From an optimization exercise on the open Yosys and OpenROAD flow, aimed at small area, a short achievable clock period and few clock cycles; shortcuts taken in it are not production practice. In this exercise RTL edits were held to simulation tests only and were not proved equivalent to the original. Power is estimated from default activity; no workload was simulated.

==> flow/design.v (excerpt) <==
module rle (
    clk,
    nreset,
    start,
    message_addr,
    message_size,
    rle_addr,
    rle_size,
    done,
    port_A_data_in,
    port_A_data_out,
    port_A_addr,
    port_A_we
    );
input   clk;
input   nreset;
input   start;
input   [31:0] message_addr;
input   [31:0] message_size;
input   [31:0] rle_addr;
input   [31:0] port_A_data_out;
output reg [31:0] port_A_data_in;
output  [15:0] port_A_addr;
output reg port_A_we;
output  [31:0] rle_size;
output  done;
reg        busy;        
reg        rnew;        
reg        dv;          
reg        dlast;       
reg [31:0] q;           
reg [3:0]  qe;          
reg        q_v;         
reg        qlast;       
reg [1:0]  qlst;        
reg [3:1]  qne;         
reg        fl;          
reg [13:0] rleft;       
reg [1:0]  lastidx;     
reg [13:0] raddr;
reg [13:0] waddr;
reg [7:0]  v;           
reg [7:0]  c;           
reg        have;        
reg [7:0]  rem_b;       
reg [7:0]  rem_rv;      
reg        rem_rc2;     
reg        rem_v;
reg        rem_2;       
reg        rem_b1;      
  ...
==> flow/config.mk <==
export PLATFORM = sky130hd
export DESIGN_NAME = rle
export DESIGN_NICKNAME = rle
export VERILOG_FILES = /design/flow/design.v
export SDC_FILE = /design/flow/constraint.sdc
export NUM_CORES = 4
export LEC_CHECK = 0
export CAP_MARGIN = 20
export CORE_MARGIN = 2
export CORE_UTILIZATION = 70
export SETUP_SLACK_MARGIN = 2.0
export SLEW_MARGIN = 20
==> flow/constraint.sdc <==
create_clock -name core_clock -period 4.5 [get_ports {clk}]
set_input_delay 0.9000 -clock core_clock [delete_from_list [all_inputs] [get_ports {clk}]]
set_output_delay 0.9000 -clock core_clock [all_outputs]
set_load 0.01 [all_outputs]
standard.sh (not shown) runs the stock make flow with config.mk's settings and CLKGATE_MAP_FILE= SYNTH_SCRIPT=/design/flow/synth_recipe.tcl, a recipe that flattens the netlist after the stock synthesis.
==> flow/flow/run.sh <==
#!/bin/bash
# Standard layout, with plain buf_1 cells as the port buffers and a clock
# tree of smaller buffers without dummy loads.
export BUFFER_PORTS_ARGS="-buffer_cell sky130_fd_sc_hd__buf_1"
export CTS_ARGS="-sink_clustering_enable -repair_clock_nets -buf_list {sky130_fd_sc_hd__clkbuf_4 sky130_fd_sc_hd__clkbuf_8} -dont_use_dummy_load"
bash standard.sh > standard.log 2>&1
Testbench counts at the start, summed over its fixed seeds: cycles 6,649.
Next try:
CORE_UTILIZATION = 60   (was 70)
What happened: The new run completed without violations. Clock-buffer cell count is unchanged. Setup slack gains 0.091 ns. Global-route usage came out lower by 3.7 points.
Next try:
SETUP_SLACK_MARGIN = 2.3   (was 2.0)
What happened: The changed run finished with timing, DRC and antenna clean; design area came out higher by roughly a tenth; sequential cell count stays the same; core utilization goes up by 8.6 points; setup slack gets worse by 0.022 ns; wire length increases by about a fifth; global-route usage went up by 1.5 points; hold slack loses 0.019 ns.

P:
Another version of the RTL of rle (not shown whole).
Size: ~940 cells after synthesis, about 150 flip-flops, roughly 210 I/O pins, roughly 8600 um^2 of cells after synthesis.
clock: 4.5 ns
lec_check: 0
cap_margin: 20
core_margin: 2
core_utilization: 40
setup_slack_margin: 1.4
slew_margin: 20
Scripts as last shown in full above: flow/flow/run.sh
Testbench counts of P, summed over its fixed seeds: cycles 6,590.
Input changes introduced in Q (baseline for comparison: P):
- CORE_UTILIZATION changed from 40 to 60
Findings:
Multi-input logic cell count: Q vs P identical. Of Q and P, the higher total power belongs to P. Diff P -> Q | overall routed net length | down by a little under 10%. Between Q and P, final area is lower for Q, P comes in above that. The run with more setup slack is P; Q has less. The fmax of P and that of Q are within noise of each other.
Here is what was changed in the inputs of R compared with Q.
==> flow/flow/run.sh <==
#!/bin/bash
# Standard layout, with plain buf_1 cells as the port buffers and a clock
# tree of smaller buffers, larger sink clusters and no dummy loads.
export BUFFER_PORTS_ARGS="-buffer_cell sky130_fd_sc_hd__buf_1"
export CTS_ARGS="-sink_clustering_enable -repair_clock_nets -sink_clustering_size 40 -sink_clustering_max_diameter 100 -buf_list {sky130_fd_sc_hd__clkbuf_4 sky130_fd_sc_hd__clkbuf_8} -dont_use_dummy_load"
bash standard.sh > standard.log 2>&1
Results
Q → R: combinational share of power now sits at about the same level; proportion of synthesized area in mux cells ~0 delta. Critical-path maximum fanout across R and Q: no real change. The count of final setup violators on R is in line with that on Q. For clock-net power, Q and R come out practically identical.

Setup of before:
Another version of the RTL of rle (not shown whole).
Size: ~990 cells after synthesis, about 210 I/O pins, about 10000 um^2 of cells after synthesis.
export LEC_CHECK = 0
export CAP_MARGIN = 20
export CORE_MARGIN = 2
export CORE_UTILIZATION = 60
export SETUP_SLACK_MARGIN = 2.0
export SLEW_MARGIN = 20
create_clock -name core_clock -period 4.5 [get_ports {clk}]
==> flow/flow/run.sh <==
#!/bin/bash
# Standard layout, with plain buf_1 cells as the port buffers and a clock
# tree of smaller buffers without dummy loads.
export BUFFER_PORTS_ARGS="-buffer_cell sky130_fd_sc_hd__buf_1"
export CTS_ARGS="-sink_clustering_enable -repair_clock_nets -buf_list {sky130_fd_sc_hd__clkbuf_4 sky130_fd_sc_hd__clkbuf_8} -dont_use_dummy_load"
bash standard.sh > standard.log 2>&1
Testbench counts of before, summed over its fixed seeds: cycles 6,649.
Input-level comparison between after and before:
- a change of SETUP_SLACK_MARGIN from 2.0 to 2.2
- a change of CORE_UTILIZATION from 60 to 50
[summary]
- Between after and before, it is after whose HPWL after detailed placement is higher, by 2.2%.
- Post-layout total power on after is behind before.
- | net switching power figure | higher: after |
- Max freq before -> after: improved
- Timing, DRC, antenna: 0 failures across after and before
- On final standard cell utilization of the core: after sits below before.
- before → after: via total after detailed routing picked up an extra 0.89%; final cell count went up by about 5.6%.

The RTL this note starts from:
==> flow/design.v <==
module rle (
    clk,
    nreset,
    start,
    message_addr,
    message_size,
    rle_addr,
    rle_size,
    done,
    port_A_data_in,
    port_A_data_out,
    port_A_addr,
    port_A_we
    );
input   clk;
input   nreset;
input   start;
input   [31:0] message_addr;
input   [31:0] message_size;
input   [31:0] rle_addr;
input   [31:0] port_A_data_out;
output reg [31:0] port_A_data_in;
output  [15:0] port_A_addr;
output reg port_A_we;
output  [31:0] rle_size;
output  done;
reg        busy;        
reg        rnew;        
reg        dpend;       
reg        dlast;       
reg        flush;       
reg [13:0] rleft;       
reg [1:0]  lastidx;     
reg [13:0] raddr;
reg [13:0] waddr;
reg [7:0]  v;           
reg [7:0]  c;           
reg        have;        
reg [15:0] rem;
reg        rem_v;
reg        rem_2;       
reg        rem_b1;      
reg        rem_last;    
reg [15:0] pend;        
reg        pend_v;
reg [13:0] rsw;         
reg        odd;         
assign done = ~busy;
assign rle_size = {16'd0, rsw, odd, 1'b0};
assign port_A_addr = {port_A_we ? waddr : raddr, 2'b00};
wire [31:0] d = port_A_data_out;
wire        dact = dpend & ~rem_v;           
wire        act = rem_v | dpend | flush;
wire [1:0]  dlst = dlast ? lastidx : 2'd3;
wire eq0 = (d[7:0]   == v);
wire eq1 = (d[15:8]  == d[7:0]);
wire eq2 = (d[23:16] == d[15:8]);
wire eq3 = (d[31:24] == d[23:16]);
wire c255 = (c == 8'd255);
wire c254 = (c == 8'd254);
wire c253 = (c == 8'd253);
wire c252 = (c == 8'd252);
wire [3:0] dbnd;
assign dbnd[0] = have & (~eq0 | c255);
assign dbnd[1] = (dlst != 2'd0) & (~eq1 | (c254 & eq0));
assign dbnd[2] = dlst[1] & (~eq2 | (c253 & eq0 & eq1));
assign dbnd[3] = (dlst == 2'd3) & (~eq3 | (c252 & eq0 & eq1 & eq2));
wire [3:0]  bnd  = rem_v ? {2'b00, rem_2 & rem_b1, 1'b1} :
                   dpend ? dbnd : {3'b000, flush};
wire [1:0]  last = rem_v ? {1'b0, rem_2} : dlst;
wire [31:0] s    = rem_v ? {16'd0, rem} : d;
wire [3:0] f1, f2, f3;
assign f1[0] = bnd[0];
assign f1[1] = bnd[1] & ~bnd[0];
assign f1[2] = bnd[2] & ~bnd[1] & ~bnd[0];
assign f1[3] = bnd[3] & ~bnd[2] & ~bnd[1] & ~bnd[0];
assign f2[0] = 1'b0;
assign f2[1] = bnd[1] & bnd[0];
assign f2[2] = bnd[2] & (bnd[1] ^ bnd[0]);
assign f2[3] = bnd[3] & ((bnd[2] & ~bnd[1] & ~bnd[0]) | (~bnd[2] & (bnd[1] ^ bnd[0])));
assign f3[2] = bnd[2] & bnd[1] & bnd[0];
assign f3[3] = bnd[3] & ((bnd[2] & (bnd[1] ^ bnd[0])) | (~bnd[2] & bnd[1] & bnd[0]));
assign f3[1:0] = 2'b00;
wire nb0 = (bnd == 4'd0);
wire nb3 = f3[2] | f3[3];
wire nb1 = ~nb0 & ~(f2[1] | f2[2] | f2[3]);
wire [7:0] c1 = c + 8'd1;
wire [7:0] c2 = c + 8'd2;
wire [7:0] c3 = c + 8'd3;
wire [7:0] veff = have ? v : d[7:0];         
wire [7:0] len1 = ({8{f1[0]}} & c) | ({8{f1[1]}} & c1) |
                  ({8{f1[2]}} & c2) | ({8{f1[3]}} & c3);
wire [7:0] val2 = ({8{f1[0]}} & s[7:0]) | ({8{f1[1]}} & s[15:8]) |
                  ({8{f1[2]}} & s[23:16]);
reg  [1:0] len2;        
always @(*) begin
    case (bnd[2:0])
    3'b011, 3'b110: len2 = 2'd1;
    3'b101:         len2 = 2'd2;
    3'b001:         len2 = bnd[3] ? 2'd3 : 2'd1;
    3'b010:         len2 = bnd[3] ? 2'd2 : 2'd1;
    3'b100:         len2 = 2'd1;
    default:        len2 = 2'd1;
    endcase
end
wire [15:0] p1 = {veff, len1};
wire [15:0] p2 = {val2, 6'd0, len2};
reg [7:0] vlast;
always @(*) begin
    case (last)
    2'd0: vlast = s[7:0];
    2'd1: vlast = s[15:8];
    2'd2: vlast = s[23:16];
    default: vlast = s[31:24];
    endcase
end
wire [7:0] v_n = nb3 ? (f3[2] ? s[15:8] : s[23:16]) : vlast;
reg [2:0] cs;
always @(*) begin
    if (nb3)
        cs = f3[2] ? (f2[1] ? 3'd1 : 3'd2) : (f2[2] ? 3'd1 : 3'd2);
    else if (bnd[3])
        cs = {1'b0, last == 2'd3};
    else if (bnd[2])
        cs = {1'b0, last} - 3'd1;
    else if (bnd[1])
        cs = {1'b0, last};
    else
        cs = {1'b0, last} + 3'd1;
end
wire [7:0] clast = c + {6'd0, last} + 8'd1;
wire [7:0] c_n = nb0 ? clast : {5'd0, cs};
wire        out = flush | (act & ~nb0 & ~(nb1 & ~pend_v));
wire [31:0] ow = pend_v ? {p1, pend} : {flush ? 16'd0 : p2, p1};
always @(posedge clk or negedge nreset) begin
    if (!nreset) begin
        busy <= 1'b0;
        rnew <= 1'b0;
        dpend <= 1'b0;
        rem_v <= 1'b0;
        flush <= 1'b0;
        port_A_we <= 1'b0;
    end else if (!busy) begin
        port_A_we <= 1'b0;
        rem_v <= 1'b0;
        dpend <= 1'b0;
        flush <= 1'b0;
        busy <= start;
        rnew <= start;
    end else begin
        port_A_we <= out;
        rnew <= ~out & (rnew ? (rleft != 14'd1) : (rleft != 14'd0));
        dpend <= rnew | (dpend & rem_v);
        rem_v <= dact & nb3;
        flush <= (dact & dlast & ~nb3) | (rem_v & rem_last);
        if (flush)
            busy <= 1'b0;
    end
end
always @(posedge clk) begin
    rem <= f3[2] ? d[31:16] : {8'd0, d[31:24]};
    rem_2 <= f3[2] & (dlst == 2'd3);
    rem_b1 <= dbnd[3];
    rem_last <= dlast;
    port_A_data_in <= ow;
end
always @(posedge clk) begin
    if (!busy) begin
        raddr <= message_addr[15:2];
        waddr <= rle_addr[15:2];
        rleft <= message_size[15:2] + {13'd0, message_size[1:0] != 2'd0};
        lastidx <= message_size[1:0] - 2'd1;
        c <= 8'd0;
        have <= 1'b0;
        pend_v <= 1'b0;
        if (start) begin
            rsw <= 14'd0;
            odd <= 1'b0;
        end
    end else begin
        if (rnew) begin
            raddr <= raddr + 14'd1;
            rleft <= rleft - 14'd1;
            dlast <= (rleft == 14'd1);
        end
        if (port_A_we)
            waddr <= waddr + 14'd1;
        if (act) begin
            have <= 1'b1;
            v <= v_n;
            c <= c_n;
        end
        if (act & ~nb0)
            pend <= pend_v ? p2 : p1;
        pend_v <= pend_v ^ (act & nb1);
        if (out & ~(flush & ~pend_v))
            rsw <= rsw + 14'd1;
        if (flush)
            odd <= ~pend_v;
    end
end
endmodule
clock: 4.5 ns
lec_check: 0
cap_margin: 20
core_margin: 2
core_utilization: 40
slew_margin: 20
==> flow/flow/run.sh <==
#!/bin/bash
# Standard layout, with plain buf_1 cells as the port buffers.
export BUFFER_PORTS_ARGS="-buffer_cell sky130_fd_sc_hd__buf_1"
bash standard.sh > standard.log 2>&1
Testbench counts at the start, summed over its fixed seeds: cycles 6,590.
Rerun with:
==> flow/run.sh (new file) <==
#!/bin/bash
# synth_recipe.tcl (not shown) runs the flow's synth.tcl, then flattens the netlist and writes it again
# the make line also repeats each setting of config.mk as NAME=value (left out here)
make -C /OpenROAD-flow-scripts/flow DESIGN_CONFIG=/design/flow/config.mk WORK_HOME=/design/flow/orfs CLKGATE_MAP_FILE= SYNTH_SCRIPT=/design/flow/synth_recipe.tcl finish
removed: flow/flow/run.sh
removed: flow/standard.sh
Result: Area after synthesis does not change. Clock power goes down by a little under a tenth. Cell count goes up slightly. Sequential power stays flat. Synthesized cell count is unchanged. Routed wire length goes up slightly. Critical path depth goes down by 4.

## afterwards: timing with drivers on the ports
The flow's constraints put no driver on any port. The routed layouts listed below were extracted and timed again, unchanged, in two steps.
Step 1 sets driving cells, clkbuf_16 on the clock port and buf_2 on the other inputs (assumed; they add their load-dependent delay and slew).
Step 2 also shifts input and output timing later by t, the mid clock arrival at the registers, as if the neighbouring blocks saw the same clock.
Slacks: ideal / step 1 / step 2; pairs: ideal / step 1.
| run | t, ns | slack for setup (ns) | worst hold slack (ns) | clock arrival spread, ns |
|---|---|---|---|---|
| the first run of note 1 | 0.505 | 1.948 / 1.948 / 1.828 | 0.324 / 0.329 / 0.431 | 0.036 / 0.036 |
| the second run of note 1 | 0.485 | 2.038 / 1.997 / 1.840 | 0.333 / 0.331 / 0.453 | 0.042 / 0.041 |
| the third run of note 1 | 0.498 | 2.017 / 1.978 / 2.007 | 0.314 / 0.325 / 0.453 | 0.038 / 0.038 |
| P | 0.477 | 1.422 / 1.429 / 0.952 | 0.343 / 0.363 / 0.457 | 0.038 / 0.038 |
| Q | 0.471 | 1.415 / 1.418 / 0.947 | 0.322 / 0.338 / 0.445 | 0.019 / 0.019 |
| R | 0.471 | 1.415 / 1.418 / 0.947 | 0.322 / 0.338 / 0.445 | 0.019 / 0.019 |
| before | 0.488 | 2.081 / 2.081 / 1.932 | 0.336 / 0.339 / 0.419 | 0.039 / 0.039 |
| after | 0.503 | 2.188 / 2.143 / 1.886 | 0.344 / 0.340 / 0.438 | 0.035 / 0.036 |
| the first run of note 4 | 0.464 | 0.900 / 0.900 / 0.505 | 0.344 / 0.360 / 0.450 | 0.021 / 0.020 |
| the second run of note 4 | 0.466 | 0.685 / 0.710 / 0.244 | 0.452 / 0.452 / 0.452 | 0.011 / 0.010 |
After both steps setup and hold are still met in every run listed. The setup slack of P, which loses most, moves by +0.007 ns with the drivers and by -0.470 ns with both steps.
